From an optimization exercise on the open Yosys and OpenROAD flow, aimed at small area; shortcuts taken in it are not production practice. Only simulation tests tie the RTL to the original design; equivalence was not proved. Power figures rest on the tool's default switching activity, not on a simulated workload.

// axi_timer_counter_top
module axi_timer_counter_top #(
  parameter AXI_ADDR_BW_p = 12     
) (
  input logic  clk,
  input logic  rst_n,
  input logic [AXI_ADDR_BW_p-1:0] i_axi_awaddr,
  input logic  i_axi_awvalid,
  input logic [31:0] i_axi_wdata,
  input logic i_axi_wvalid,
  input logic i_axi_bready,
  input logic [AXI_ADDR_BW_p-1:0] i_axi_araddr,
  input logic i_axi_arvalid,
  input logic i_axi_rready,
  output logic o_axi_awready,
  output logic o_axi_wready,
  output logic [1:0] o_axi_bresp,
  output logic o_axi_bvalid,
  output logic o_axi_arready,
  output logic [31:0] o_axi_rdata,
  output logic [1:0] o_axi_rresp,
  output logic o_axi_rvalid,
  output logic o_cnt0_done,
  output logic o_cnt1_done
);
For scale: roughly 1000 cells after synthesis, ~110 I/O pins, ~0.012 mm2 of cells after synthesis.
==> flow/config.mk <==
export PLATFORM = sky130hd
export DESIGN_NAME = axi_timer_counter_top
export DESIGN_NICKNAME = axi_timer_counter_top
export VERILOG_FILES = /design/flow/design.v
export SDC_FILE = /design/flow/constraint.sdc
export NUM_CORES = 4
export LEC_CHECK = 0
export CAP_MARGIN = 20
export CORE_MARGIN = 2
export CORE_UTILIZATION = 60
export SLEW_MARGIN = 20
==> flow/constraint.sdc <==
create_clock -name core_clock -period 5.0 [get_ports {clk}]
set_input_delay 1.0000 -clock core_clock [delete_from_list [all_inputs] [get_ports {clk}]]
set_output_delay 1.0000 -clock core_clock [all_outputs]
set_load 0.01 [all_outputs]
standard.sh (not shown) runs the stock make flow with config.mk's settings and CLKGATE_MAP_FILE= SYNTH_SCRIPT=/design/flow/synth_recipe.tcl, a recipe that flattens the netlist after the stock synthesis.
==> flow/flow/run.sh <==
#!/bin/bash
# Layout flow: the standard synthesis, then the combinational logic between
# the registers re-mapped for area by ABC (registers, their names and cell types
# untouched), then the standard ORFS flow from the synthesised netlist on.
set -euo pipefail
W=$(pwd)
P=${FLOW_PLATFORM:-sky130hd}
R=$W/orfs/results/$P/axi_timer_counter_top/base
LIB=$FLOW_HOME/platforms/$P/lib/sky130_fd_sc_hd__tt_025C_1v80.lib

# 1. standard synthesis
bash standard.sh synth > $W/log_1_synth.log 2>&1
cp $R/1_2_yosys.v $W/std_synth.v

# 2. re-map the logic between the registers
SEQ=$(python3 - "$LIB" <<'PY'
import re, sys
t = open(sys.argv[1]).read()
out = []
for c in re.split(r'\n\s*cell\s*\(', t)[1:]:
    name = re.match(r'"?(\w+)"?\)', c).group(1)
    if re.search(r'\n\s*(ff|latch|ff_bank|statetable)\s*\(', c):
        out.append(name)
print(' '.join(out))
PY
)
DONTUSE=$(for c in $(make -s -C $FLOW_HOME DESIGN_CONFIG=$W/config.mk WORK_HOME=$W/orfs print-DONT_USE_CELLS 2>/dev/null | sed 's/^DONT_USE_CELLS: *//'); do printf -- '-dont_use %s ' "$c"; done)
# Candidate ABC scripts; each is checked against the standard netlist and the
# smallest equivalent result is kept (the standard netlist if none is).
N0='&get -n\n&st\n&dch\n&nf -R 1000\n&put\n'
N1='&get -n\n&st\n&dch\n&nf -R 1000 -F 8 -C 32 -p\n&put\n'
printf "$N0$N0$N0$N0" > $W/remap_a.abc
printf "&get -n\n&st\n&deepsyn -J 50\n&put\n$N1$N1$N1$N1" > $W/remap_b.abc
printf "&get -n\n&st\n&deepsyn -I 4 -J 50\n&put\n$N1$N1$N1$N1" > $W/remap_c.abc
for k in a b c; do
cat > $W/remap_$k.ys <<YS
read_liberty -ignore_miss_func -ignore_miss_dir $LIB
blackbox $SEQ
read_verilog $W/std_synth.v
hierarchy -top $FLOW_TOP
flatten
opt_clean -purge
abc -liberty $LIB -script $W/remap_$k.abc -D 5000 $DONTUSE
opt_clean -purge
hilomap -singleton -hicell sky130_fd_sc_hd__conb_1 HI -locell sky130_fd_sc_hd__conb_1 LO
insbuf -buf sky130_fd_sc_hd__buf_4 A X
splitnets
opt_clean -purge
tee -o $W/remap_$k.stat stat -liberty $LIB
write_verilog -noattr -noexpr -nohex -nodec $W/remapped_$k.v
YS
cat > $W/equiv_$k.ys <<YS
read_liberty -ignore_miss_func -ignore_miss_dir $LIB
read_verilog $W/equiv_gold.v
read_verilog $W/equiv_gate_$k.v
setattr -mod -unset top gold
rename -hide gold/w:_* gate/w:_* gold/c:_* gate/c:_*
flatten gold gate
opt_clean
async2sync
equiv_make gold gate equiv
hierarchy -top equiv
equiv_simple -seq 2
equiv_induct
equiv_status -assert
YS
done
sed "s/^module $FLOW_TOP(/module gold(/" $W/std_synth.v > $W/equiv_gold.v
for k in a b c; do
  ( yosys -s $W/remap_$k.ys > $W/log_2_remap_$k.log 2>&1 \
    && sed "s/^module $FLOW_TOP(/module gate(/" $W/remapped_$k.v > $W/equiv_gate_$k.v \
    && yosys -s $W/equiv_$k.ys > $W/log_2_equiv_$k.log 2>&1 \
    && echo ok > $W/remap_$k.ok ) || true &
done
wait
cp $W/std_synth.v $W/remapped.v
best=""
bestarea=1e18
for k in a b c; do
  [[ -f $W/remap_$k.ok ]] || continue
  a=$(sed -n "s/.*Chip area for module .*: \([0-9.]*\).*/\1/p" $W/remap_$k.stat | tail -1)
  if python3 -c "import sys; sys.exit(0 if float('$a') < float('$bestarea') else 1)"; then
    best=$k; bestarea=$a
  fi
done
echo "remap: chose '${best:-none}' area $bestarea" > $W/log_2_remap_choice.log
[[ -n "$best" ]] && cp $W/remapped_$best.v $W/remapped.v
cp $W/remapped.v $R/1_2_yosys.v
rm -f $R/1_synth.odb

# 3. the rest of the standard flow: port buffers of the smallest size, no
#    dummy loads in the clock tree
bash standard.sh finish \
  "BUFFER_PORTS_ARGS=-buffer_cell sky130_fd_sc_hd__buf_1" \
  "CTS_ARGS=-sink_clustering_enable -repair_clock_nets -sink_clustering_size 30 -sink_clustering_max_diameter 150 -buf_list sky130_fd_sc_hd__clkbuf_16 -root_buf sky130_fd_sc_hd__clkbuf_8 -tree_buf sky130_fd_sc_hd__clkbuf_8 -dont_use_dummy_load" \
  > $W/log_3_layout.log 2>&1
Rerun with:
==> flow/flow/run.sh (replaced) <==
#!/bin/bash
# Layout flow: the standard synthesis, then the combinational logic between
# the registers re-mapped for area by ABC (registers, their names and cell types
# untouched), then the standard ORFS flow from the synthesised netlist on.
set -euo pipefail
W=$(pwd)
P=${FLOW_PLATFORM:-sky130hd}
R=$W/orfs/results/$P/axi_timer_counter_top/base
LIB=$FLOW_HOME/platforms/$P/lib/sky130_fd_sc_hd__tt_025C_1v80.lib

# 1. standard synthesis
bash standard.sh synth > $W/log_1_synth.log 2>&1
cp $R/1_2_yosys.v $W/std_synth.v

# 2. re-map the logic between the registers
SEQ=$(python3 - "$LIB" <<'PY'
import re, sys
t = open(sys.argv[1]).read()
out = []
for c in re.split(r'\n\s*cell\s*\(', t)[1:]:
    name = re.match(r'"?(\w+)"?\)', c).group(1)
    if re.search(r'\n\s*(ff|latch|ff_bank|statetable)\s*\(', c):
        out.append(name)
print(' '.join(out))
PY
)
DONTUSE=$(for c in $(make -s -C $FLOW_HOME DESIGN_CONFIG=$W/config.mk WORK_HOME=$W/orfs print-DONT_USE_CELLS 2>/dev/null | sed 's/^DONT_USE_CELLS: *//'); do printf -- '-dont_use %s ' "$c"; done)
B='&get -n\n&st\n&dch\n&nf -R 1000\n&put\n'
printf "&get -n\n&st\n&deepsyn -T 60\n&put\n$B$B$B$B" > $W/remap.abc
cat > $W/remap.ys <<YS
read_liberty -ignore_miss_func -ignore_miss_dir $LIB
blackbox $SEQ
read_verilog $W/std_synth.v
hierarchy -top $FLOW_TOP
flatten
opt_clean -purge
abc -liberty $LIB -script $W/remap.abc -D 5000 $DONTUSE
opt_clean -purge
hilomap -singleton -hicell sky130_fd_sc_hd__conb_1 HI -locell sky130_fd_sc_hd__conb_1 LO
insbuf -buf sky130_fd_sc_hd__buf_4 A X
splitnets
opt_clean -purge
stat -liberty $LIB
write_verilog -noattr -noexpr -nohex -nodec $W/remapped.v
YS
yosys -s $W/remap.ys > $W/log_2_remap.log 2>&1
cp $W/remapped.v $R/1_2_yosys.v
rm -f $R/1_synth.odb

# 3. the rest of the standard flow: port buffers of the smallest size, no
#    dummy loads in the clock tree
bash standard.sh finish \
  "BUFFER_PORTS_ARGS=-buffer_cell sky130_fd_sc_hd__buf_1" \
  "CTS_ARGS=-sink_clustering_enable -repair_clock_nets -sink_clustering_size 30 -sink_clustering_max_diameter 60 -buf_list sky130_fd_sc_hd__clkbuf_16 -dont_use_dummy_load" \
  > $W/log_3_layout.log 2>&1
What happened: Die area stays flat. Final cell count is higher by 1.6%. Clock power is higher by 36%. Synthesized area stays flat. Power is higher by 9.3%. Clock-buffer cell count is higher by 8. Global-route usage is higher by 1.4 points. Worst setup slack improved by 130 ps. Non-clock buffer count is higher by 2. Routed wire length is higher by 3.8%.
Rerun with:
--- a/flow/flow/run.sh
+++ b/flow/flow/run.sh
@@ -54 +54,2 @@
-  "CTS_ARGS=-sink_clustering_enable -repair_clock_nets -sink_clustering_size 30 -sink_clustering_max_diameter 60 -buf_list sky130_fd_sc_hd__clkbuf_16 -dont_use_dummy_load" \
+  RECOVER_POWER=100 \
+  "CTS_ARGS=-sink_clustering_enable -repair_clock_nets -sink_clustering_size 30 -sink_clustering_max_diameter 150 -buf_list sky130_fd_sc_hd__clkbuf_16 -root_buf sky130_fd_sc_hd__clkbuf_8 -tree_buf sky130_fd_sc_hd__clkbuf_8 -dont_use_dummy_load" \
Effect: This time the run reached the layout checks and failed them: max-capacitance violations, max-slew violations; design area went down by 2.7%; area after synthesis stays the same; sequential power hardly moves; worst hold slack gains 9.4 ps; synthesized cell count is unchanged; total power went down by 8.2%; flip-flop and latch count is unchanged.

## static timing again, ports no longer ideal
The results above use ideal ports. As a check the final layouts listed here were re-extracted and re-timed, cells and wires unchanged. Step 1: set_driving_cell puts a clkbuf_16 on clk and a buf_2 on each other input, an assumption about the parent block. Step 2, shift: input delay + t, output delay - t, t = (earliest + latest rising clock arrival at the registers) / 2. This alone moves slack from input paths to output paths. Slacks: no drivers / after step 1 / after step 2; pairs: no drivers / after step 1.
run	t, ns	setup WS [ns]	worst setup path at the end	worst register clock-pin slew, ns	cell pins on the clock port's net
the first run	0.565	0.333 / 0.333 / 0.333	register to register	0.12 / 0.12	1
the second run	0.554	0.462 / 0.462 / 0.462	register to register	0.09 / 0.09	1
the third run	0.557	0.313 / 0.336 / -0.221	input to register	0.12 / 0.12	1
For the third run, which loses most, drivers alone change the setup slack by +0.023 ns; drivers and shift together by -0.534 ns.
